Background: an optimization exercise with open tools, aiming at small area and a short achievable clock period. Do not read the settings as production practice.
Where RTL was checked, it was by simulation tests only, not by an equivalence proof against the original.
The RTL of run 2 was laid out without a check of its function.
No run shown here takes its clock network from TritonCTS; it comes from the design's own scripts or RTL.
No driver is modelled on the clock port, so clock power and skew are understated where the tree is cut down; a real chip needs a root buffer or a tree.
Power is estimated from default activity; no workload was simulated.

==> design/flow/design.v <==
module apb_master (
  input PCLK,
  input PRESETn,
  input transfer,
  input read_write,
  input  [7:0] write_addr,
  input  [7:0] write_data,
  input  [7:0] read_addr,
  output [63:0] ins,         
  output reg [7:0] wdata,
  output [31:0] lo_n,        
  output reg [7:0] hi,       
  input  [7:0] rdata,
  output reg [7:0] read_data_out
);
  reg st1, st2, st3;         
  reg wr1, wr2, wr3;         
  reg wr4;                   
  reg rd1, rd2, rd3;         
  reg [1:0] phase;           
  reg [7:0] addr;
  reg vis;                   
  reg [7:0] rhold;
  wire idle  = ~(st1 | st2 | st3);
  wire start = idle & transfer;
  always @(posedge PCLK or negedge PRESETn) begin
    if (!PRESETn) begin
      st1 <= 1'b0; st2 <= 1'b0; st3 <= 1'b0;
      wr1 <= 1'b0; wr2 <= 1'b0; wr3 <= 1'b0;
      rd1 <= 1'b0; rd2 <= 1'b0; rd3 <= 1'b0;
    end else begin
      st1 <= start;
      st2 <= st1;
      st3 <= st2;
      wr1 <= start & read_write;
      wr2 <= wr1;
      wr3 <= wr2;
      rd1 <= start & ~read_write;
      rd2 <= rd1;
      rd3 <= rd2;
    end
  end
  wire wnow = (wr1 | wr2 | wr3 | wr4) & (addr[1:0] == ~phase);
  wire [15:0] ins_hi = {15'h0, wnow} << addr[7:4];
  wire [3:0]  ins_lo = 4'h1 << addr[3:2];
  genvar c, g;
  generate
    for (g = 0; g < 64; g = g + 1) begin : g_ins
      assign ins[g] = ins_hi[g / 4] & ins_lo[g % 4];
    end
  endgenerate
  wire [1:0]  place    = addr[1:0] + phase + 2'd1;
  wire [15:0] lo_dec_n = ~(16'h1 << {addr[4:2], place[1]});
  generate
    for (c = 0; c < 2; c = c + 1) begin : g_lo
      apb_lo_reg u_lo (.PCLK(PCLK), .d(lo_dec_n), .q_n(lo_n[16*c +: 16]));
    end
  endgenerate
  wire take2 = rd2 & vis;    
  wire take3 = rd3 & vis;    
  always @(posedge PCLK) begin
    phase <= phase + 2'd1;
    wr4   <= wr3;
    if (idle) begin
      addr  <= read_write ? write_addr : read_addr;
      wdata <= write_data;
    end
    hi    <= 8'h1 << addr[7:5];
    vis   <= ~place[0];
    if (take2 | take3)
      rhold <= rdata;
    read_data_out <= take3 ? rdata : rhold;
  end
endmodule
module apb_lo_reg (
  input PCLK,
  input [15:0] d,
  output reg [15:0] q_n
);
  always @(posedge PCLK)
    q_n <= d;
endmodule
module apb_slave (
  input PCLK,
  input [63:0] ins,
  input [7:0]  wdata,
  input [31:0] lo_n,         
  input [7:0]  hi,
  output [7:0] rdata
);
  reg [2047:0] mem;
  genvar h, b, k, i;
  generate
    for (k = 0; k < 64; k = k + 1) begin : g_ring
      always @(posedge PCLK) begin
        mem[(4*k+0)*8 +: 8] <= ins[k] ? wdata : mem[(4*k+3)*8 +: 8];
        mem[(4*k+1)*8 +: 8] <= mem[(4*k+0)*8 +: 8];
        mem[(4*k+2)*8 +: 8] <= mem[(4*k+1)*8 +: 8];
        mem[(4*k+3)*8 +: 8] <= mem[(4*k+2)*8 +: 8];
      end
    end
    for (b = 0; b < 8; b = b + 1) begin : g_b
      wire [7:0] z;
      for (h = 0; h < 8; h = h + 1) begin : g_grp
        wire [7:0] t;
        wire [3:0] u;
        for (i = 0; i < 8; i = i + 1) begin : g_t
          rd_oai22 u_t (.a1(mem[(4*(8*h+i)+0)*8+b]), .a2(lo_n[16*(h/4)+2*i]),
                        .b1(mem[(4*(8*h+i)+2)*8+b]), .b2(lo_n[16*(h/4)+2*i+1]), .y(t[i]));
        end
        for (i = 0; i < 4; i = i + 1) begin : g_u
          rd_nor2 u_u (.a(t[2*i]), .b(t[2*i+1]), .y(u[i]));
        end
        rd_nand4 u_z (.a(u[0]), .b(u[1]), .c(u[2]), .d(u[3]), .y(z[h]));
      end
      wire [3:0] v;
      for (i = 0; i < 4; i = i + 1) begin : g_v
        rd_aoi22 u_v (.a1(z[2*i]), .a2(hi[2*i]), .b1(z[2*i+1]), .b2(hi[2*i+1]), .y(v[i]));
      end
      rd_and4 u_r (.a(v[0]), .b(v[1]), .c(v[2]), .d(v[3]), .y(rdata[b]));
    end
  endgenerate
endmodule
module rd_nor2 (input a, input b, output y);
  assign y = ~(a | b);
endmodule
module rd_nand4 (input a, input b, input c, input d, output y);
  assign y = ~(a & b & c & d);
endmodule
module rd_and4 (input a, input b, input c, input d, output y);
  assign y = a & b & c & d;
endmodule
module rd_oai22 (input a1, input a2, input b1, input b2, output y);
  assign y = ~((a1 | a2) & (b1 | b2));
endmodule
module rd_aoi22 (input a1, input a2, input b1, input b2, output y);
  assign y = ~((a1 & a2) | (b1 & b2));
endmodule
module apb_top (
 input PCLK,
 input PRESETn,
 input transfer,
 input read_write,
 input  [7:0] write_addr,
 input  [7:0] write_data,
 input  [7:0] read_addr,
 output [7:0] read_data_out
);
 wire [63:0] ins;
 wire [7:0]  wdata;
 wire [31:0] lo_n;
 wire [7:0]  hi;
 wire [7:0]  rdata;
    apb_master master (
     .PCLK(PCLK), .PRESETn(PRESETn), .transfer(transfer), .read_write(read_write),
     .write_addr(write_addr), .write_data(write_data), .read_addr(read_addr),
     .ins(ins), .wdata(wdata), .lo_n(lo_n), .hi(hi),
     .rdata(rdata), .read_data_out(read_data_out)
    );
    apb_slave slave (
     .PCLK(PCLK), .ins(ins), .wdata(wdata), .lo_n(lo_n), .hi(hi), .rdata(rdata)
    );
endmodule
==> design/flow/flow/run.sh <==
#!/bin/bash
# The standard layout (standard.sh) with two hooks into its steps:
#   flow/downsize.tcl (POST_FLOORPLAN_TCL) sets logic cells to their
#     smallest size before placement; the repair steps size up what timing
#     needs.
#   flow/clock_tree.tcl (PRE_CTS_TCL) builds a two-level clock tree in place
#     of TritonCTS.
# The make output goes to standard.log here; ORFS keeps each step's own log
# under orfs/logs/.
set -euo pipefail
export POST_FLOORPLAN_TCL="$PWD/flow/downsize.tcl"
export PRE_CTS_TCL="$PWD/flow/clock_tree.tcl"
bash standard.sh > standard.log 2>&1
==> design/flow/flow/clock_tree.tcl <==
# Builds a two-level clock tree in place of TritonCTS: the clock port drives
# four root buffers, each root drives the leaf buffers of one quadrant, and
# each leaf buffer drives one cluster of about CLK_LEAF_SIZE flip-flops.
# Sourced as PRE_CTS_TCL; it then turns clock_tree_synthesis into a no-op so
# the rest of the standard CTS step (legalisation, repair) runs unchanged.

set ::ctree_leaf_cell [expr {[info exists ::env(CLK_LEAF_CELL)] ? $::env(CLK_LEAF_CELL) : "sky130_fd_sc_hd__clkbuf_16"}]
set ::ctree_root_cell [expr {[info exists ::env(CLK_ROOT_CELL)] ? $::env(CLK_ROOT_CELL) : "sky130_fd_sc_hd__clkbuf_16"}]
set ::ctree_leaf_size [expr {[info exists ::env(CLK_LEAF_SIZE)] ? $::env(CLK_LEAF_SIZE) : 26}]

proc ctree_build {} {
  global ctree_leaf_cell ctree_root_cell ctree_leaf_size
  set block [ord::get_db_block]
  set clk_port_net [$block findNet PCLK]
  set db [ord::get_db]
  set rmaster [$db findMaster $ctree_root_cell]
  set lmaster [$db findMaster $ctree_leaf_cell]
  set sinks {}
  foreach it [$clk_port_net getITerms] {
    set inst [$it getInst]
    set bb [$inst getBBox]
    set x [expr {([$bb xMin] + [$bb xMax]) / 2}]
    set y [expr {([$bb yMin] + [$bb yMax]) / 2}]
    lappend sinks [list [$inst getName] [[$it getMTerm] getName] $x $y]
  }
  set n [llength $sinks]
  set nleaf [expr {max(4, int(round(double($n) / $ctree_leaf_size)))}]
  # columns x rows close to square, with an even number of each
  set cols [expr {max(2, 2 * int(round(sqrt($nleaf) / 2.0)))}]
  set rows [expr {max(2, 2 * int(round(double($nleaf) / $cols / 2.0)))}]
  puts "ctree: $n sinks, $cols x $rows leaf clusters"

  # split into columns of equal count by x, then each column into rows by y
  set byx [lsort -integer -index 2 $sinks]
  set leaves {}
  for {set c 0} {$c < $cols} {incr c} {
    set lo [expr {$c * $n / $cols}]
    set hi [expr {($c + 1) * $n / $cols - 1}]
    set col [lsort -integer -index 3 [lrange $byx $lo $hi]]
    set m [llength $col]
    for {set r 0} {$r < $rows} {incr r} {
      set l2 [expr {$r * $m / $rows}]
      set h2 [expr {($r + 1) * $m / $rows - 1}]
      lappend leaves [list $c $r [lrange $col $l2 $h2]]
    }
  }

  # quadrants: left/right half of the columns, lower/upper half of the rows
  set leaf_idx 0
  foreach q {0 1 2 3} {
    set qc [expr {$q % 2}]
    set qr [expr {$q / 2}]
    set rname "ctree_root_$q"
    set rnet "ctree_rnet_$q"
    set rinst [odb::dbInst_create $block $rmaster $rname]
    set rn [odb::dbNet_create $block $rnet]
    $rn setSigType CLOCK
    [$rinst findITerm X] connect $rn
    [$rinst findITerm A] connect $clk_port_net
    set sx 0; set sy 0; set k 0
    foreach leaf $leaves {
      lassign $leaf c r members
      if {($c >= $cols / 2) != $qc || ($r >= $rows / 2) != $qr} { continue }
      set lname "ctree_leaf_$leaf_idx"
      set lnet "ctree_lnet_$leaf_idx"
      incr leaf_idx
      set linst [odb::dbInst_create $block $lmaster $lname]
      set ln [odb::dbNet_create $block $lnet]
      $ln setSigType CLOCK
      [$linst findITerm X] connect $ln
      [$linst findITerm A] connect $rn
      set lx 0; set ly 0
      foreach s $members {
        lassign $s iname pname x y
        set it [[$block findInst $iname] findITerm $pname]
        $it disconnect
        $it connect $ln
        incr lx $x; incr ly $y
      }
      set lx [expr {$lx / [llength $members]}]
      set ly [expr {$ly / [llength $members]}]
      ctree_place $lname $lx $ly
      incr sx $lx; incr sy $ly; incr k
    }
    ctree_place $rname [expr {$sx / $k}] [expr {$sy / $k}]
  }
  puts "ctree: $leaf_idx leaf buffers, 4 root buffers"
}

proc ctree_place {name x y} {
  set block [ord::get_db_block]
  set inst [$block findInst $name]
  set m [$inst getMaster]
  set x [expr {$x - [$m getWidth] / 2}]
  set y [expr {$y - [$m getHeight] / 2}]
  $inst setLocation $x $y
  $inst setPlacementStatus PLACED
}

ctree_build
set_propagated_clock [all_clocks]
rename ::clock_tree_synthesis ctree_unused_cts
proc ::clock_tree_synthesis {args} { puts "ctree: clock tree already built" }
==> design/flow/flow/downsize.tcl <==
# Sourced as POST_FLOORPLAN_TCL. Synthesis maps some cells at a larger drive
# than their loads need; this sets every logic cell (not buffers, clock
# cells, taps or ties) to the smallest size of its family, and leaves the
# later repair steps to size up the cells that timing needs.
proc ds_run {} {
  set db [ord::get_db]
  set block [ord::get_db_block]
  array set best {}
  array set best_area {}
  foreach lib [$db getLibs] {
    foreach m [$lib getMasters] {
      set n [$m getName]
      if {![regexp {^(sky130_fd_sc_hd__[a-z0-9]+)_([0-9]+)$} $n -> base drive]} { continue }
      set a [expr {[$m getWidth] * [$m getHeight]}]
      if {![info exists best($base)] || $a < $best_area($base)} {
        set best($base) $n
        set best_area($base) $a
      }
    }
  }
  set skip {^sky130_fd_sc_hd__(buf|bufbuf|bufinv|clkbuf|clkdlybuf4s[0-9]+|clkinv|clkinvlp|dlygate4sd[0-9]+|dlymetal6s[0-9]+s|dlyb|tapvpwrvgnd|tap|fill|decap|diode|conb)$}
  set count 0
  foreach inst [$block getInsts] {
    set n [[$inst getMaster] getName]
    if {![regexp {^(sky130_fd_sc_hd__[a-z0-9]+)_([0-9]+)$} $n -> base drive]} { continue }
    if {[regexp $skip $base]} { continue }
    if {![info exists best($base)] || $best($base) eq $n} { continue }
    replace_cell [$inst getName] $best($base)
    incr count
  }
  puts "downsize: $count cells set to their smallest size"
}
ds_run
==> design/flow/standard.sh <==
#!/bin/bash
# synth_recipe.tcl (not shown) runs the flow's synth.tcl, then flattens the netlist and writes it again
# the make line also repeats each setting of config.mk as NAME=value (left out here)
make -C /OpenROAD-flow-scripts/flow DESIGN_CONFIG=/design/flow/config.mk WORK_HOME=/design/flow/orfs CLKGATE_MAP_FILE= SYNTH_SCRIPT=/design/flow/synth_recipe.tcl "${@:-finish}"
==> design/flow/config.mk <==
export PLATFORM = sky130hd
export DESIGN_NAME = apb_top
export DESIGN_NICKNAME = apb_top
export VERILOG_FILES = /design/flow/design.v
export SDC_FILE = /design/flow/constraint.sdc
export NUM_CORES = 8
export LEC_CHECK = 0
export CAP_MARGIN = 40
export CORE_MARGIN = 2
export CORE_UTILIZATION = 60
export PLACE_DENSITY = 0.7
export SETUP_SLACK_MARGIN = 4.5
export SLEW_MARGIN = 40
export SYNTH_HIERARCHICAL = 1
==> design/flow/constraint.sdc <==
create_clock -name core_clock -period 7.0 [get_ports {PCLK}]
set_input_delay 1.4000 -clock core_clock [delete_from_list [all_inputs] [get_ports {PCLK}]]
set_output_delay 1.4000 -clock core_clock [all_outputs]
set_load 0.01 [all_outputs]
==> impl_metrics.env, run 1 <==
export IMPL_synth_common_cells="dfxtp_1, o22ai_1, mux2_4, nor2_1, nand4_1"
export IMPL_r2r_setup_slack_ps=4380
export IMPL_row_count=113
export IMPL_rr_endpoint="master.read_data_out[4]$_DFF_P_"
export IMPL_setup_tns_ps=0
export IMPL_routed_wl_um=122000
export IMPL_synth_most_common_cell="dfxtp_1"
export IMPL_synth_nets=3822
export IMPL_drt_iter0_markers=2456
export IMPL_yosys_area_top_type="dfxtp_1"
export IMPL_power_leakage_uw=0.0245
export IMPL_fin_cells=5117
export IMPL_dp_hpwl_um=72900
export IMPL_placed_cells=5003
export IMPL_num_io_pins=36
export IMPL_wl_per_cell_um=23.9
export IMPL_coreArea_um2=95200
export IMPL_path_clk_slew_ps=100
export IMPL_startpoint_type="flop"
export IMPL_path_cells="o22ai_1, nor2_1, nand4_1, a22oi_1, and4_1, mux2_1"
export IMPL_power_density_nw_per_um2=345
export IMPL_dr_total_vias=28890
export IMPL_drive_gt1_frac=0.0645
export IMPL_required_ps=7440
export IMPL_r2r_start="master.g_lo[1].u_lo.q_n[8]$_DFF_P_"
export IMPL_grt_pass1_wl_um=182000
export IMPL_whs_endpoint="slave.mem[1874]$_DFF_P_"
export IMPL_clock_skew_ps=17.7
export IMPL_endpoint_kind="flop"
export IMPL_yosysWarningCount=9
export IMPL_worst_slew_pin_slew_ps=847
export IMPL_final_nets=3876
export IMPL_status="no timing/DRC/antenna violations"
export IMPL_grt_max_degree=65
export IMPL_dr_pass1_iters=5
export IMPL_vias_per_cell=5.65
export IMPL_grt_overflow=0
export IMPL_die_w_um=314
export IMPL_ys_flop_type="dfxtp_1"
export IMPL_hp_class="reg -> reg"
export IMPL_final_antenna_net_count=0
export IMPL_portBuffers=35
export IMPL_avgSynthCellArea_um2=15.2
export IMPL_syn_inst=3793
export IMPL_synth_area_top_cells="dfxtp_1, mux2_4, o22ai_1"
export IMPL_netlist_area_leader_share=0.728
export IMPL_start_util=0.607
export IMPL_drc_errors=0
export IMPL_antenna_found_initial=4
export IMPL_max_slew_margin=0.435
export IMPL_synth_async_reset_ratio=0.00422
export IMPL_syn_to_final_growth_pct=3.35
export IMPL_fin_area_um2=59700
export IMPL_place_area_um2=56800
export IMPL_synth_cell_type_count=35
export IMPL_clk_latency_ps=540
export IMPL_postCtsHoldBufs=0
export IMPL_reg2reg_depth=6
export IMPL_drv_slew=0
export IMPL_finalSetupViolations=0
export IMPL_rsz0062_at_grt="yes"
export IMPL_syn_area_um2=57700
export IMPL_die_area_um2=98700
export IMPL_drv_cap=0
export IMPL_slowest_stage="dfxtp_4"
export IMPL_grt_usage=0.243
export IMPL_path_class="reg -> reg"
export IMPL_gp_routability_congestion=0.818
export IMPL_fin_crit_ps=2620
export IMPL_yosysSeqAreaShare=0.745
export IMPL_min_period_over_period=0.374
export IMPL_cp_max_fo=32
export IMPL_synth_edf_count=24
export IMPL_hold_path_startpoint="slave.mem[1866]$_DFF_P_"
export IMPL_hold_path_depth=0
export IMPL_arrival_ps=3050
export IMPL_ir_worst_vdd_mv=0.262
export IMPL_die_y_um=314
export IMPL_cpPeakStageDelay_ps=700
export IMPL_finalHoldViolations=0
export IMPL_grt_pass1_vias=28041
export IMPL_clock_fmax_mhz=382
export IMPL_ys_ff_latch=2133
==> area by class of cell <==
cell class / instances / area (um^2)
diodes: 7 / 17.5
fillers: 7091 / 35500
repair buffers: 95 / 967
inverters: 2 / 7.51
well taps: 1265 / 1580
plain buffers: 84 / 2100
multi-input cells: 1531 / 12000
flip-flops and latches: 2133 / 43000
==> what timing repair did <==
action,CTS,global route
gates resized for setup,141,33
pin swaps,8,2
setup endpoints to repair,514,374
buffers inserted,18,4
==> metal layers <==
metal,share of wire,track usage
met4,0.020,0.0413
met5,0,0
met3,0.062,0.0236
met1,0.49,0.382
met2,0.43,0.369
==> placed cells by master (no fill, tap or decap), drive strengths merged, types with 2 or more instances in the layout <==
cell type,netlist,layout
nand4,68,68
nor3,3,3
nand2,19,19
and2,5,5
o22ai,512,512
dfrtp,9,9
nor3b,2,2
a22oi,32,32
dfxtp,2100,2100
and4,8,8
nand4b,4,4
and3b,2,2
inv,2,2
and3,3,3
nand3,8,8
clkdlybuf4s50,0,27
diode,0,7
buf,125,66
clkbuf,2,86
xor2,3,3
nor2b,7,7
mux2,528,528
nor2,322,322
edfxtp,24,24
==> sequential cells by signal, indices dropped and copies added (netlist names) <==
register	count
master.rd3	1
master.rd2	1
master.st1	1
slave.mem	2048
master.hi	8
master.rd1	1
master.vis	1
master.g_lo.u_lo.q_n	32
master.st2	1
master.read_data_out	8
master.rhold	8
master.phase	2
master.wr1	1
master.wr2	1
master.st3	1
master.wr4	1
master.wdata	8
master.addr	8
master.wr3	1
==> critical path, delay by kind of cell (launching register included) <==
family           cells  cell delay [ps]
AO/OA/AOI/OAI        2              650
flip-flops           1              700
multiplexers         1              290
AND/OR/NAND/NOR      3              840
==> metrics by stage <==
step            util  hold WS (ps)  setup WS, ps  total power [uW]
2_1_floorplan      -           310          4680             14500
3_3_place_gp   0.595           310          3550             15200
3_5_place_dp   0.597           312          3840             15200
4_1_cts        0.625           332          4350             20500
5_1_grt        0.627           335          4390             21200
6_report       0.627           323          4380             20600
==> per-module statistics from Yosys, one instance, submodules excluded, a selection <==
module | area (um^2) | cells | flip-flops and latches | times used
apb_master | 2350 | 209 | 53 | 1
rd_nor2 | 3.75 | 1 | 0 | 256
apb_slave | 49700 | 2680 | 2048 | 1
rd_and4 | 8.76 | 1 | 0 | 8
rd_aoi22 | 12.5 | 1 | 0 | 32
apb_lo_reg | 320 | 16 | 16 | 2
rd_oai22 | 6.26 | 1 | 0 | 512
rd_nand4 | 6.26 | 1 | 0 | 64
==> worst max-delay path by stage <==
stage	start	end	slack, ps	cells after the start
2_1_floorplan	read_write	master.addr[0]$_DFFE_PN_	4680	2
3_5_place_dp	master.addr[1]$_DFFE_PN_	slave.mem[130]$_DFF_P_	3840	4
5_1_grt	master.addr[4]$_DFFE_PN_	slave.mem[1090]$_DFF_P_	4390	4
3_3_place_gp	master.addr[1]$_DFFE_PN_	slave.mem[1382]$_DFF_P_	3550	4
4_1_cts	master.addr[1]$_DFFE_PN_	slave.mem[1250]$_DFF_P_	4350	4
6_report	master.g_lo[1].u_lo.q_n[8]$_DFF_P_	master.read_data_out[4]$_DFF_P_	4380	6
==> where the power goes <==
part / total (uW) / switching [uW] / internal, uW
sequential: 12900 / 292 / 12600
combinational: 2210 / 1560 / 652
clock: 5430 / 3310 / 2120
total: 20600 / 5160 / 15400
==> logic make-up after synthesis <==
| kind of cell | count (synthesis) | share of synthesized area |
|---|---|---|
| compound gates | 545 | 0.0625 |
| flops | 2133 | 0.745 |
| buf+inv | 129 | 0.0207 |
| fa+ha+maj | 1 | 0.000217 |
| simple gates | 453 | 0.0369 |
| xor+xnor | 4 | 0.000867 |
| mux | 528 | 0.134 |
==> inputs of run 2 (changes only) <==
==> design/flow/design.v (replaced) <==
module apb_master (
  input PCLK,
  input PRESETn,
  input transfer,
  input read_write,
  input  [7:0] write_addr,
  input  [7:0] write_data,
  input  [7:0] read_addr,
  output reg [15:0] whi_n,   
  output reg [7:0] wdata,
  output reg [15:0] lo_n,    
  output reg [15:0] hi,      
  input  [7:0] rdata,
  output reg [7:0] read_data_out
);
  reg st1, st2, st3;         
  reg wr1;                   
  reg rd1, rd2;              
  reg [7:0] addr;
  reg [7:0] wdata0;
  reg [7:0] rhold;
  wire idle  = ~(st1 | st2 | st3);
  wire start = idle & transfer;
  always @(posedge PCLK or negedge PRESETn) begin
    if (!PRESETn) begin
      st1 <= 1'b0; st2 <= 1'b0; st3 <= 1'b0;
      wr1 <= 1'b0; rd1 <= 1'b0; rd2 <= 1'b0;
    end else begin
      st1 <= start;
      st2 <= st1;
      st3 <= st2;
      wr1 <= start & read_write;
      rd1 <= start & ~read_write;
      rd2 <= rd1;
    end
  end
  always @(posedge PCLK) begin
    addr  <= read_write ? write_addr : read_addr;
    wdata0 <= write_data;
    wdata <= wdata0;
    lo_n  <= ~(16'h1 << addr[3:0]);
    hi    <= 16'h1 << addr[7:4];
    whi_n <= ~({15'h0, wr1} << addr[7:4]);
    if (rd2)
      rhold <= rdata;
    read_data_out <= rhold;
  end
endmodule
module apb_slave (
  input PCLK,
  input [15:0] whi_n,
  input [7:0]  wdata,
  input [15:0] lo_n,
  input [15:0] hi,
  output [7:0] rdata
);
  reg [2047:0] mem;
  genvar h, l, b, k;
  generate
    for (h = 0; h < 16; h = h + 1) begin : g_h
      for (l = 0; l < 16; l = l + 1) begin : g_l
        wire we;
        rd_nor2 u_we (.a(whi_n[h]), .b(lo_n[l]), .y(we));
        always @(posedge PCLK)
          if (we)
            mem[(h*16+l)*8 +: 8] <= wdata;
      end
    end
    for (b = 0; b < 8; b = b + 1) begin : g_b
      wire [15:0] z;
      for (h = 0; h < 16; h = h + 1) begin : g_grp
        wire [7:0] t;
        wire [3:0] u;
        for (k = 0; k < 8; k = k + 1) begin : g_t
          rd_oai22 u_t (.a1(mem[(h*16+2*k)*8+b]), .a2(lo_n[2*k]),
                        .b1(mem[(h*16+2*k+1)*8+b]), .b2(lo_n[2*k+1]), .y(t[k]));
        end
        for (k = 0; k < 4; k = k + 1) begin : g_u
          rd_nor2 u_u (.a(t[2*k]), .b(t[2*k+1]), .y(u[k]));
        end
        rd_nand4 u_z (.a(u[0]), .b(u[1]), .c(u[2]), .d(u[3]), .y(z[h]));
      end
      wire [7:0] v;
      wire [1:0] w;
      for (k = 0; k < 8; k = k + 1) begin : g_v
        rd_aoi22 u_v (.a1(z[2*k]), .a2(hi[2*k]), .b1(z[2*k+1]), .b2(hi[2*k+1]), .y(v[k]));
      end
      for (k = 0; k < 2; k = k + 1) begin : g_w
        rd_nand4 u_w (.a(v[4*k]), .b(v[4*k+1]), .c(v[4*k+2]), .d(v[4*k+3]), .y(w[k]));
      end
      rd_nor2 u_r (.a(w[0]), .b(w[1]), .y(rdata[b]));
    end
  endgenerate
endmodule
module rd_nor2 (input a, input b, output y);
  assign y = ~(a | b);
endmodule
module rd_nand4 (input a, input b, input c, input d, output y);
  assign y = ~(a & b & c & d);
endmodule
module rd_oai22 (input a1, input a2, input b1, input b2, output y);
  assign y = ~((a1 | a2) & (b1 | b2));
endmodule
module rd_aoi22 (input a1, input a2, input b1, input b2, output y);
  assign y = ~((a1 & a2) | (b1 & b2));
endmodule
module apb_top (
 input PCLK,
 input PRESETn,
 input transfer,
 input read_write,
 input  [7:0] write_addr,
 input  [7:0] write_data,
 input  [7:0] read_addr,
 output [7:0] read_data_out
);
 wire [15:0] lo_n;
 wire [15:0] hi;
 wire [15:0] whi_n;
 wire [7:0]  wdata;
 wire [7:0]  rdata;
    apb_master master (
     .PCLK(PCLK), .PRESETn(PRESETn), .transfer(transfer), .read_write(read_write),
     .write_addr(write_addr), .write_data(write_data), .read_addr(read_addr),
     .whi_n(whi_n), .wdata(wdata), .lo_n(lo_n), .hi(hi),
     .rdata(rdata), .read_data_out(read_data_out)
    );
    apb_slave slave (
     .PCLK(PCLK), .whi_n(whi_n), .wdata(wdata),
     .lo_n(lo_n), .hi(hi), .rdata(rdata)
    );
endmodule
==> design/flow/flow/run.sh (replaced) <==
#!/bin/bash
# The standard layout (standard.sh), with the clock tree built by
# flow/clock_tree.tcl in place of TritonCTS: the CTS step sources it as its
# PRE_CTS_TCL hook. The make output goes to standard.log here; ORFS keeps
# each step's own log under orfs/logs/.
set -euo pipefail
export PRE_CTS_TCL="$PWD/flow/clock_tree.tcl"
bash standard.sh > standard.log 2>&1
--- a/design/flow/flow/clock_tree.tcl
+++ b/design/flow/flow/clock_tree.tcl
@@ -6,7 +6,7 @@
 
 set ::ctree_leaf_cell [expr {[info exists ::env(CLK_LEAF_CELL)] ? $::env(CLK_LEAF_CELL) : "sky130_fd_sc_hd__clkbuf_16"}]
 set ::ctree_root_cell [expr {[info exists ::env(CLK_ROOT_CELL)] ? $::env(CLK_ROOT_CELL) : "sky130_fd_sc_hd__clkbuf_16"}]
-set ::ctree_leaf_size [expr {[info exists ::env(CLK_LEAF_SIZE)] ? $::env(CLK_LEAF_SIZE) : 26}]
+set ::ctree_leaf_size [expr {[info exists ::env(CLK_LEAF_SIZE)] ? $::env(CLK_LEAF_SIZE) : 30}]
 
 proc ctree_build {} {
   global ctree_leaf_cell ctree_root_cell ctree_leaf_size
removed: design/flow/flow/downsize.tcl
==> impl_metrics.env, run 2 <==
export IMPL_status="no timing/DRC/antenna violations"
export IMPL_clk_latency_ps=540
export IMPL_synth_async_reset_ratio=0.00280
export IMPL_ir_worst_vdd_mv=0.227
export IMPL_final_cell_mix="edfxtp_1, o22ai_1, nor2_1, nand4_1, clkbuf_16"
export IMPL_n_antenna_cell=0
export IMPL_path_clk_slew_ps=120
export IMPL_clock_skew_ps=33.6
export IMPL_avgSynthCellArea_um2=17.7
export IMPL_cp_max_fo=74
export IMPL_synth_cell_type_count=22
export IMPL_wl_met1_um=73900
export IMPL_gp_routability_congestion=0.894
export IMPL_grt_usage=0.287
export IMPL_min_period_over_period=0.374
export IMPL_arrival_ps=2990
export IMPL_syn_area_um2=75000
export IMPL_wl_per_cell_um=30.9
export IMPL_endpoint_kind="flop"
export IMPL_worst_slew_pin_slew_ps=940
export IMPL_postCtsHoldBufs=0
export IMPL_yosysWarningCount=8
export IMPL_drc_errors=0
export IMPL_coreArea_um2=124000
export IMPL_yosys_area_top_type="edfxtp_1"
export IMPL_grt_max_degree=193
export IMPL_wl_met3_um=21600
export IMPL_startpoint_type="flop"
export IMPL_dp_hpwl_um=105000
export IMPL_synth_edf_count=2056
export IMPL_required_ps=7370
export IMPL_row_count=129
export IMPL_finalSetupViolations=0
export IMPL_drt_iter0_markers=6361
export IMPL_die_y_um=358
export IMPL_synth_common_cells="edfxtp_1, o22ai_1, nor2_1, nand4_1, dfxtp_1"
export IMPL_synth_area_top_cells="edfxtp_1, o22ai_1, nor2_1"
export IMPL_wl_met2_um=88700
export IMPL_final_antenna_net_count=0
export IMPL_power_density_nw_per_um2=251
export IMPL_largest_reg_flops=2048
export IMPL_path_class="reg -> reg"
export IMPL_ys_ff_latch=2142
export IMPL_p_total_uw=20400
export IMPL_setup_tns_ps=0
export IMPL_whs_ps=333
export IMPL_start_util=0.606
export IMPL_dr_pass1_iters=5
export IMPL_finalHoldViolations=0
export IMPL_ys_flop_type="edfxtp_1"
export IMPL_antenna_found_initial=4
export IMPL_placed_cells=5953
export IMPL_syn_inst=4233
export IMPL_portBuffers=35
export IMPL_worst_slack_ps=4380
export IMPL_power_leakage_uw=0.0244
export IMPL_final_nets=4480
export IMPL_drv_slew=0
export IMPL_die_w_um=358
export IMPL_cpPeakStageDelay_ps=460
export IMPL_highest_layer="met5"
export IMPL_fin_cells=6087
export IMPL_path_cells="buf_12, o22ai_1, nor2_1, nand4_1, a22oi_2, nand4_1, nor2_1"
export IMPL_drv_cap=0
export IMPL_hp_class="reg -> reg"
export IMPL_max_slew_margin=0.371
export IMPL_vias_per_cell=6.95
export IMPL_layout_commonest_cell="edfxtp_1"
export IMPL_yosysSeqAreaShare=0.847
export IMPL_num_io_pins=36
export IMPL_routed_wl_um=188000
export IMPL_rsz0062_at_grt="yes"
export IMPL_netlist_area_leader_share=0.823
export IMPL_fin_crit_ps=2620
export IMPL_pre_cts_slack_ps=3800
export IMPL_die_area_um2=128000
export IMPL_grt_pass1_vias=39403
export IMPL_grt_pass1_wl_um=268000
export IMPL_grt_overflow=0
export IMPL_syn_to_final_growth_pct=8.31
export IMPL_largest_register="slave.mem"
export IMPL_synth_nets=4261
export IMPL_drive_gt1_frac=0.0730
export IMPL_clock_fmax_mhz=382
export IMPL_synth_most_common_cell="edfxtp_1"
export IMPL_slowest_stage="dfxtp_4"
export IMPL_dr_total_vias=42313
-- run 2: changes by cell type in the layout (fill, tap and decap cells not counted), sizes merged, moves of 7 or more --
cell / delta
o22ai: +512
buf: +54
clkbuf: -14
a22oi: +32
nand4: +77
and4: -8
nor2: +466
dfxtp: -2020
mux2: -520
diode: -7
edfxtp: +2032
-- run 2: routing by layer --
layer / global-route usage / vias to the layer above
li1: - / 17823
met5: 0 / -
met1: 0.431 / 21725
met4: 0.0482 / 4
met2: 0.456 / 2537
met3: 0.0515 / 224
-- run 2: kinds of logic (layout without fill, tap and decap cells) --
family | after synthesis | count (layout) | share of synthesized area
muxes | 8 | 8 | 0.00120
AOI/OAI and AO/OA | 1088 | 1088 | 0.0961
DFF | 2142 | 2142 | 0.847
and+or+nand+nor | 990 | 990 | 0.0557
buffers and inverters | 5 | 222 | 0.000400
-- run 2: repair_timing --
item | in CTS | in global routing
gates resized for setup | 85 | 25
pin swaps | 3 | 6
setup endpoints to repair | 16 | 13
gates cloned | 4 | 3
buffers inserted | 44 | 9
-- run 2: through the flow --
stage                      util  instance area (um^2)
after floorplan               -                 75000
after global placement    0.629                 77900
after detailed placement  0.631                 78200
after CTS                 0.653                 80900
after global routing      0.656                 81200
final                     0.656                 81200
-- run 2: worst max-delay path, delay by kind of cell (launching register included) --
family / cells / cell delay (ps)
buf+inv: 1 / 300
compound gates: 2 / 580
flops: 1 / 460
simple gates: 4 / 950
-- run 2: Yosys stat by module (local to each module, per instance), excerpt --
module | cell area (um^2) | cells inside | copies in the design
rd_nand4 | 6.26 | 1 | 144
apb_master | 2480 | 177 | 1
rd_nor2 | 3.75 | 1 | 776
apb_slave | 61500 | 2048 | 1
rd_oai22 | 6.26 | 1 | 1024
rd_aoi22 | 12.5 | 1 | 64
-- run 2: final timing paths --
path	startpoint	endpoint	slack (ps)	cells past startpoint
hold / removal	master.wdata0[4]$_DFF_P_	master.wdata[4]$_DFF_P_	330	0
setup reg to reg	master.lo_n[1]$_DFF_P_	master.rhold[7]$_DFFE_PP_	4380	7
hold reg to reg	master.wdata0[4]$_DFF_P_	master.wdata[4]$_DFF_P_	330	0
setup / recovery	master.lo_n[1]$_DFF_P_	master.rhold[7]$_DFFE_PP_	4380	7
min in group asynchronous	PRESETn	master.st3$_DFF_PN0_	1150	1
max in group asynchronous	PRESETn	master.wr1$_DFF_PN0_	5550	1
-- run 2: power by group --
part | leakage [uW] | total (uW) | internal (uW) | switching (uW)
logic | 0.00436 | 1170 | 340 | 832
clock network | 0.000838 | 5090 | 1750 | 3340
registers | 0.0192 | 14100 | 14000 | 91.1
-- run 2: area by class of cell --
class / count / area [um^2]
Buffer: 68 / 1700
Timing Repair Buffer: 154 / 2350
Fill cell: 8183 / 42600
Multi-Input combinational cell: 2086 / 11500
Sequential cell: 2142 / 63600
Tap cell: 1637 / 2050

## port drivers added, routing unchanged
The flow's constraints put no driver on any port. The routed layouts listed below were extracted and timed again, unchanged, in two steps.
Step 1, drivers: a clkbuf_16 drives PCLK and a buf_2 each remaining input, both assumed.
Step 2 times the ports against the registers' clock, not the clock port: input delays grow and output delays shrink by t, the midpoint of the rising clock arrivals with the driver on.
Slacks: no drivers / after step 1 / after step 2; pairs: no drivers / after step 1.
| run | t (ns) | slack for setup (ns) | worst setup path at the end | worst register clock-pin slew, ns |
|---|---|---|---|---|
| run 1 | 0.680 | 4.384 / 4.384 / 4.162 | input to register | 0.10 / 0.10 |
| run 2 | 0.690 | 4.381 / 4.381 / 4.183 | input to register | 0.12 / 0.12 |
After both steps setup and hold are still met in every run listed. The setup slack of run 1, which loses most, moves by 0.000 ns with the drivers and by -0.222 ns with both steps.
